Context: an optimization exercise on an open-source flow, tuned for small area and a short achievable clock period. The choices shown serve that exercise and are no tape-out recipe. The RTL was checked by simulation tests, not by an equivalence proof against the original design.

job 4018:
Design dadda_32_reg, start of the top module:
module dadda_32_reg(clk, A, B, Y);
    input clk;
    input [31:0] A;
    input [31:0] B;
    output reg [63:0] Y;
    reg [31:0] a_r, b_r;
    wire [63:0] p;
    dadda_32 mult(.A(a_r), .B(b_r), .Y(p));
    always @(posedge clk) begin
        a_r <= A;
        b_r <= B;
        Y   <= p;
    end
endmodule
For scale: ~2,500 cells after synthesis, about 130 flip-flops, about 26,000 sq um of cells after synthesis.
==> flow/config.mk <==
export PLATFORM = sky130hd
export DESIGN_NAME = dadda_32_reg
export DESIGN_NICKNAME = dadda_32_reg
export VERILOG_FILES = /design/flow/design.v
export SDC_FILE = /design/flow/constraint.sdc
export NUM_CORES = 4
export LEC_CHECK = 0
export CAP_MARGIN = 20
export CORE_MARGIN = 2
export CORE_UTILIZATION = 55
export SLEW_MARGIN = 20
export SYNTH_HIERARCHICAL = 1
export SYNTH_MINIMUM_KEEP_SIZE = 0
==> flow/constraint.sdc <==
create_clock -name core_clock -period 24.0 [get_ports {clk}]
set_input_delay 4.8000 -clock core_clock [delete_from_list [all_inputs] [get_ports {clk}]]
set_output_delay 4.8000 -clock core_clock [all_outputs]
set_load 0.01 [all_outputs]
standard.sh (not shown) runs the stock make flow with config.mk's settings and CLKGATE_MAP_FILE= SYNTH_SCRIPT=/design/flow/synth_recipe.tcl, a recipe that flattens the netlist after the stock synthesis.
==> flow/flow/run.sh <==
#!/bin/bash
# The standard layout, with timing repair aiming for a setup slack of
# 17.5 ns at the design's 24 ns clock, so that the achieved period shrinks,
# the smallest buffer on each port, and a light load in ABC's mapping so that
# the single-gate modules map to the smallest cells (timing repair sizes them).
bash standard.sh SETUP_SLACK_MARGIN=17.5 'BUFFER_PORTS_ARGS=-buffer_cell sky130_fd_sc_hd__buf_1' ABC_LOAD_IN_FF=1 finish > standard.log 2>&1
Relative to job 4018, the following input files were edited for job 9857:
==> flow/flow/run.sh <==
#!/bin/bash
# The standard layout, with timing repair aiming for a setup slack of
# 17.5 ns at the design's 24 ns clock, so that the achieved period shrinks,
# and the smallest buffer on each port.
bash standard.sh SETUP_SLACK_MARGIN=17.5 'BUFFER_PORTS_ARGS=-buffer_cell sky130_fd_sc_hd__buf_1' finish > standard.log 2>&1
Results
Comparing the two runs side by side, job 9857 comes out ahead of job 4018 on wire length.
Job 9857 | stages: all done | timing, DRC, antenna: all pass
Looking at fmax across job 9857 and job 4018, the one that comes out lower is job 9857.
[compare] base=job 4018 new=job 9857: post-CTS setup repair buffer count -2, number of logic inverters in the finished layout now smaller, clock buffer and inverter area fraction after layout grew by 0.23 points.
#### Input delta (job 4993 over job 9857)
==> flow/flow/run.sh <==
#!/bin/bash
# The standard layout, with timing repair aiming for a setup slack of
# 17.5 ns at the design's 24 ns clock, so that the achieved period shrinks.
bash standard.sh SETUP_SLACK_MARGIN=17.5 finish > standard.log 2>&1
- Diff job 4993..job 9857 | worst setup slack | negligible
- Relative to job 9857, clock buffer count in the final layout has gone down in job 4993.
- Going from job 9857 to job 4993, met2 layer usage reported by global route grows by 2.1 points.
- Re global-route congestion overflow total: no difference whatsoever between job 4993 and job 9857.
- Side by side, sequential portion of the cell area turned out lower in job 4993 than in job 9857.
- Per the comparison of job 4993 with job 9857, met3 wire length increased by about 6.4% relative to the old numbers, peak fanout along the critical path went down 23.

========
== run E ==
dadda_32_reg, a different RTL version from the one above (not shown whole).
Size: roughly 2600 cells after synthesis, roughly 130 flip-flops, ~130 I/O pins, about 26000 um2 of cells after synthesis.
clock: 24.0 ns
lec_check: 0
cap_margin: 20
core_margin: 2
core_utilization: 55
slew_margin: 20
synth_hierarchical: 1
synth_minimum_keep_size: 0
==> flow/flow/run.sh <==
#!/bin/bash
# The standard layout, with timing repair aiming for a setup slack of
# 17.5 ns at the design's 24 ns clock, so that the achieved period shrinks,
# the smallest buffer on each port, and a light load in ABC's mapping so that
# the single-gate modules map to the smallest cells (timing repair sizes them).
bash standard.sh SETUP_SLACK_MARGIN=17.5 'BUFFER_PORTS_ARGS=-buffer_cell sky130_fd_sc_hd__buf_1' ABC_LOAD_IN_FF=1 finish > standard.log 2>&1
Run E went all the way through the flow, and no timing, DRC or antenna check failed.
Inputs modified between run E and run B:
==> flow/flow/run.sh <==
#!/bin/bash
# The standard layout, with timing repair aiming for a setup slack of
# 18.5 ns at the design's 24 ns clock, so that the achieved period shrinks,
# the smallest buffer on each port, and a light load in ABC's mapping so that
# the single-gate modules map to the smallest cells (timing repair sizes them).
bash standard.sh SETUP_SLACK_MARGIN=18.5 'BUFFER_PORTS_ARGS=-buffer_cell sky130_fd_sc_hd__buf_1' ABC_LOAD_IN_FF=1 finish > standard.log 2>&1
Findings:
Comparing run E and run B, the lower clock latency of the later-clocked register in the worst-skew pair was measured on run E.
When the final numbers for run E and run B were put side by side, the met3 track demand over resource turned out to be smaller in run E.
Diff run E -> run B | critical path depth | up by a few percent
Between run B and run E, the cts-stage hold buffer count does not differ in any meaningful way.
Run E → run B: amount of wire on met2 after detailed routing went up about 12%; final critical-path required period shrank by 0.43 ns.
Against run E, last weighted congestion value of the routability-driven placer in run B rose slightly.
Slowest cell on the critical path: fa_1 -> run E, fa_2 -> run B
From run E to run B the numbers moved as follows: total placed cells including tap cells lost 10, highest clock frequency the design can meet went up 0.012 GHz.

========
dadda_32_reg, a different RTL version from the one above (not shown whole).
For scale: about 2500 cells after synthesis, about 130 flip-flops, about 130 I/O pins, roughly 26000 µm² of cells after synthesis.
export LEC_CHECK = 0
export CAP_MARGIN = 20
export CORE_MARGIN = 2
export CORE_UTILIZATION = 55
export CTS_BUF_LIST = sky130_fd_sc_hd__clkbuf_8
export SLEW_MARGIN = 20
export SYNTH_HIERARCHICAL = 1
export SYNTH_MINIMUM_KEEP_SIZE = 0
create_clock -name core_clock -period 24.0 [get_ports {clk}]
==> flow/flow/run.sh <==
#!/bin/bash
# The standard layout, with timing repair aiming for a setup slack of
# 18 ns at the design's 24 ns clock, so that the achieved period shrinks,
# the smallest buffer on each port, and a light load in ABC's mapping so that
# the single-gate modules map to the smallest cells (timing repair sizes them).
bash standard.sh SETUP_SLACK_MARGIN=18 'BUFFER_PORTS_ARGS=-buffer_cell sky130_fd_sc_hd__buf_1' ABC_LOAD_IN_FF=1 finish > standard.log 2>&1
Then changed:
--- a/flow/config.mk
+++ b/flow/config.mk
@@ -10,3 +10,2 @@
 export CORE_UTILIZATION = 55
-export CTS_BUF_LIST = sky130_fd_sc_hd__clkbuf_8
 export SLEW_MARGIN = 20
Result: Non-clock buffer count is lower by 3. Core utilization is higher by 0.47 points. Design area is higher by 0.74%. Wire length hardly moves. First-iteration DRC count stays flat. Worst setup slack gets worse by 3.7 ps. Area after synthesis stays the same. Count of clock-buffer cells in the layout is unchanged.
Then changed:
==> flow/flow/run.sh (replaced) <==
#!/bin/bash
# The standard layout, with timing repair aiming for a setup slack of
# 17.75 ns at the design's 24 ns clock, so that the achieved period shrinks,
# the smallest buffer on each port, and a light load in ABC's mapping so that
# the single-gate modules map to the smallest cells (timing repair sizes them).
bash standard.sh SETUP_SLACK_MARGIN=17.75 'BUFFER_PORTS_ARGS=-buffer_cell sky130_fd_sc_hd__buf_1' ABC_LOAD_IN_FF=1 finish > standard.log 2>&1
Clock-buffer cell count stays the same.
Routed wire length came out lower by a few percent.
Area after synthesis does not change.
Clock skew barely changes.
Fmax drops by a few percent.
Non-clock buffer count came out lower by 31.
Worst hold slack is better by 63 ps.
Then changed:
==> flow/flow/run.sh (replaced) <==
#!/bin/bash
# The standard layout, with timing repair aiming for a setup slack of
# 18 ns at the design's 24 ns clock, so that the achieved period shrinks,
# the smallest buffer on each port, and a light load in ABC's mapping so that
# the single-gate modules map to the smallest cells (timing repair sizes them).
bash standard.sh SETUP_SLACK_MARGIN=18 'BUFFER_PORTS_ARGS=-buffer_cell sky130_fd_sc_hd__buf_1' ABC_LOAD_IN_FF=1 finish > standard.log 2>&1
--- a/flow/config.mk
+++ b/flow/config.mk
@@ -10,2 +10,3 @@
 export CORE_UTILIZATION = 55
+export CTS_BUF_LIST = sky130_fd_sc_hd__clkbuf_4 sky130_fd_sc_hd__clkbuf_8
 export SLEW_MARGIN = 20
After rerunning:
- The new run went through all stages and came out clean
- die area is unchanged
- clock-buffer cell count stays the same
- worst hold slack is worse by 58 ps
- critical path depth drops by 18
- final area climbs by 2.0%
- area after synthesis stays the same
- clock skew climbs by 3.7 ps
- global-route usage climbs by 1.9 points

========
Another version of the RTL of dadda_32_reg (not shown whole).
Size in the first run: ~2500 cells after synthesis, ~130 flip-flops, ~130 I/O pins, roughly 26000 sq um of cells after synthesis.
// dadda_32_reg
module dadda_32_reg(clk, A, B, Y);
    input clk;
    input [31:0] A;
    input [31:0] B;
    output reg [63:0] Y;
    reg [31:0] a_r, b_r;
    wire [63:0] p;
    dadda_32 mult(.A(a_r), .B(b_r), .Y(p));
    always @(posedge clk) begin
        a_r <= A;
        b_r <= B;
        Y   <= p;
    end
endmodule
==> flow/config.mk <==
export PLATFORM = sky130hd
export DESIGN_NAME = dadda_32_reg
export DESIGN_NICKNAME = dadda_32_reg
export VERILOG_FILES = /design/flow/design.v
export SDC_FILE = /design/flow/constraint.sdc
export NUM_CORES = 4
export LEC_CHECK = 0
export CAP_MARGIN = 20
export CORE_MARGIN = 2
export CORE_UTILIZATION = 40
export SLEW_MARGIN = 20
export SYNTH_HIERARCHICAL = 1
export SYNTH_MINIMUM_KEEP_SIZE = 0
==> flow/constraint.sdc <==
create_clock -name core_clock -period 24.0 [get_ports {clk}]
set_input_delay 4.8000 -clock core_clock [delete_from_list [all_inputs] [get_ports {clk}]]
set_output_delay 4.8000 -clock core_clock [all_outputs]
set_load 0.01 [all_outputs]
==> flow/flow/run.sh <==
#!/bin/bash
# The standard layout, with timing repair aiming for a setup slack of
# 17.5 ns at the design's 24 ns clock, so that the achieved period shrinks.
bash standard.sh SETUP_SLACK_MARGIN=17.5 finish > standard.log 2>&1
The starting point produced a clean layout.
Rerun with:
==> flow/flow/run.sh (replaced) <==
#!/bin/bash
# The standard layout, with timing repair aiming for a setup slack of
# 19.5 ns at the design's 24 ns clock, so that the achieved period shrinks.
bash standard.sh SETUP_SLACK_MARGIN=19.5 finish > standard.log 2>&1
What happened:
- cell count rose by about 2.2%
- sequential cell count is unchanged
- synthesized cell count does not change
- clock skew fell by 0.0079 ns

==> re-timing with driven ports <==
The flow's constraints put no driver on any port. The routed layouts listed below were extracted and timed again, unchanged, in two steps. Step 1, drivers: a clkbuf_16 drives clk and a buf_2 each remaining input, both assumed. Step 2, shift: input delay + t, output delay - t, t = (earliest + latest rising clock arrival at the registers) / 2. This alone moves slack from input paths to output paths. Slacks: ideal ports / drivers / drivers and shift; pairs: ideal ports / drivers.
| run | t, ns | slack for setup (ns) | latest minus earliest clock arrival (ns) | worst data-port slew with drivers (ns) | pins driven straight from the clock port |
|---|---|---|---|---|---|
| job 4018 | 0.561 | 17.608 / 17.608 / 17.608 | 0.013 / 0.013 | 0.04 | 1 |
| job 9857 | 0.548 | 17.570 / 17.570 / 17.570 | 0.025 / 0.025 | 0.03 | 1 |
| job 4993 | 0.556 | 17.569 / 17.569 / 17.569 | 0.020 / 0.020 | 0.04 | 1 |
| run E | 0.549 | 17.686 / 17.686 / 17.686 | 0.014 / 0.014 | 0.04 | 1 |
| run B | 0.567 | 18.120 / 18.120 / 18.120 | 0.018 / 0.018 | 0.04 | 1 |
| the first run of note 3 | 0.631 | 18.057 / 17.999 / 18.089 | 0.026 / 0.025 | 0.04 | 1 |
| the second run of note 3 | 0.552 | 18.053 / 18.053 / 18.053 | 0.021 / 0.021 | 0.04 | 1 |
| the third run of note 3 | 0.556 | 17.898 / 17.898 / 17.898 | 0.021 / 0.021 | 0.05 | 1 |
| the fourth run of note 3 | 0.631 | 18.057 / 17.999 / 18.089 | 0.026 / 0.025 | 0.04 | 1 |
| the first run of note 4 | 0.564 | 17.384 / 17.384 / 17.384 | 0.024 / 0.025 | 0.05 | 1 |
| the second run of note 4 | 0.558 | 17.432 / 17.432 / 17.432 | 0.017 / 0.018 | 0.05 | 1 |
After both steps setup and hold are still met in every run listed.
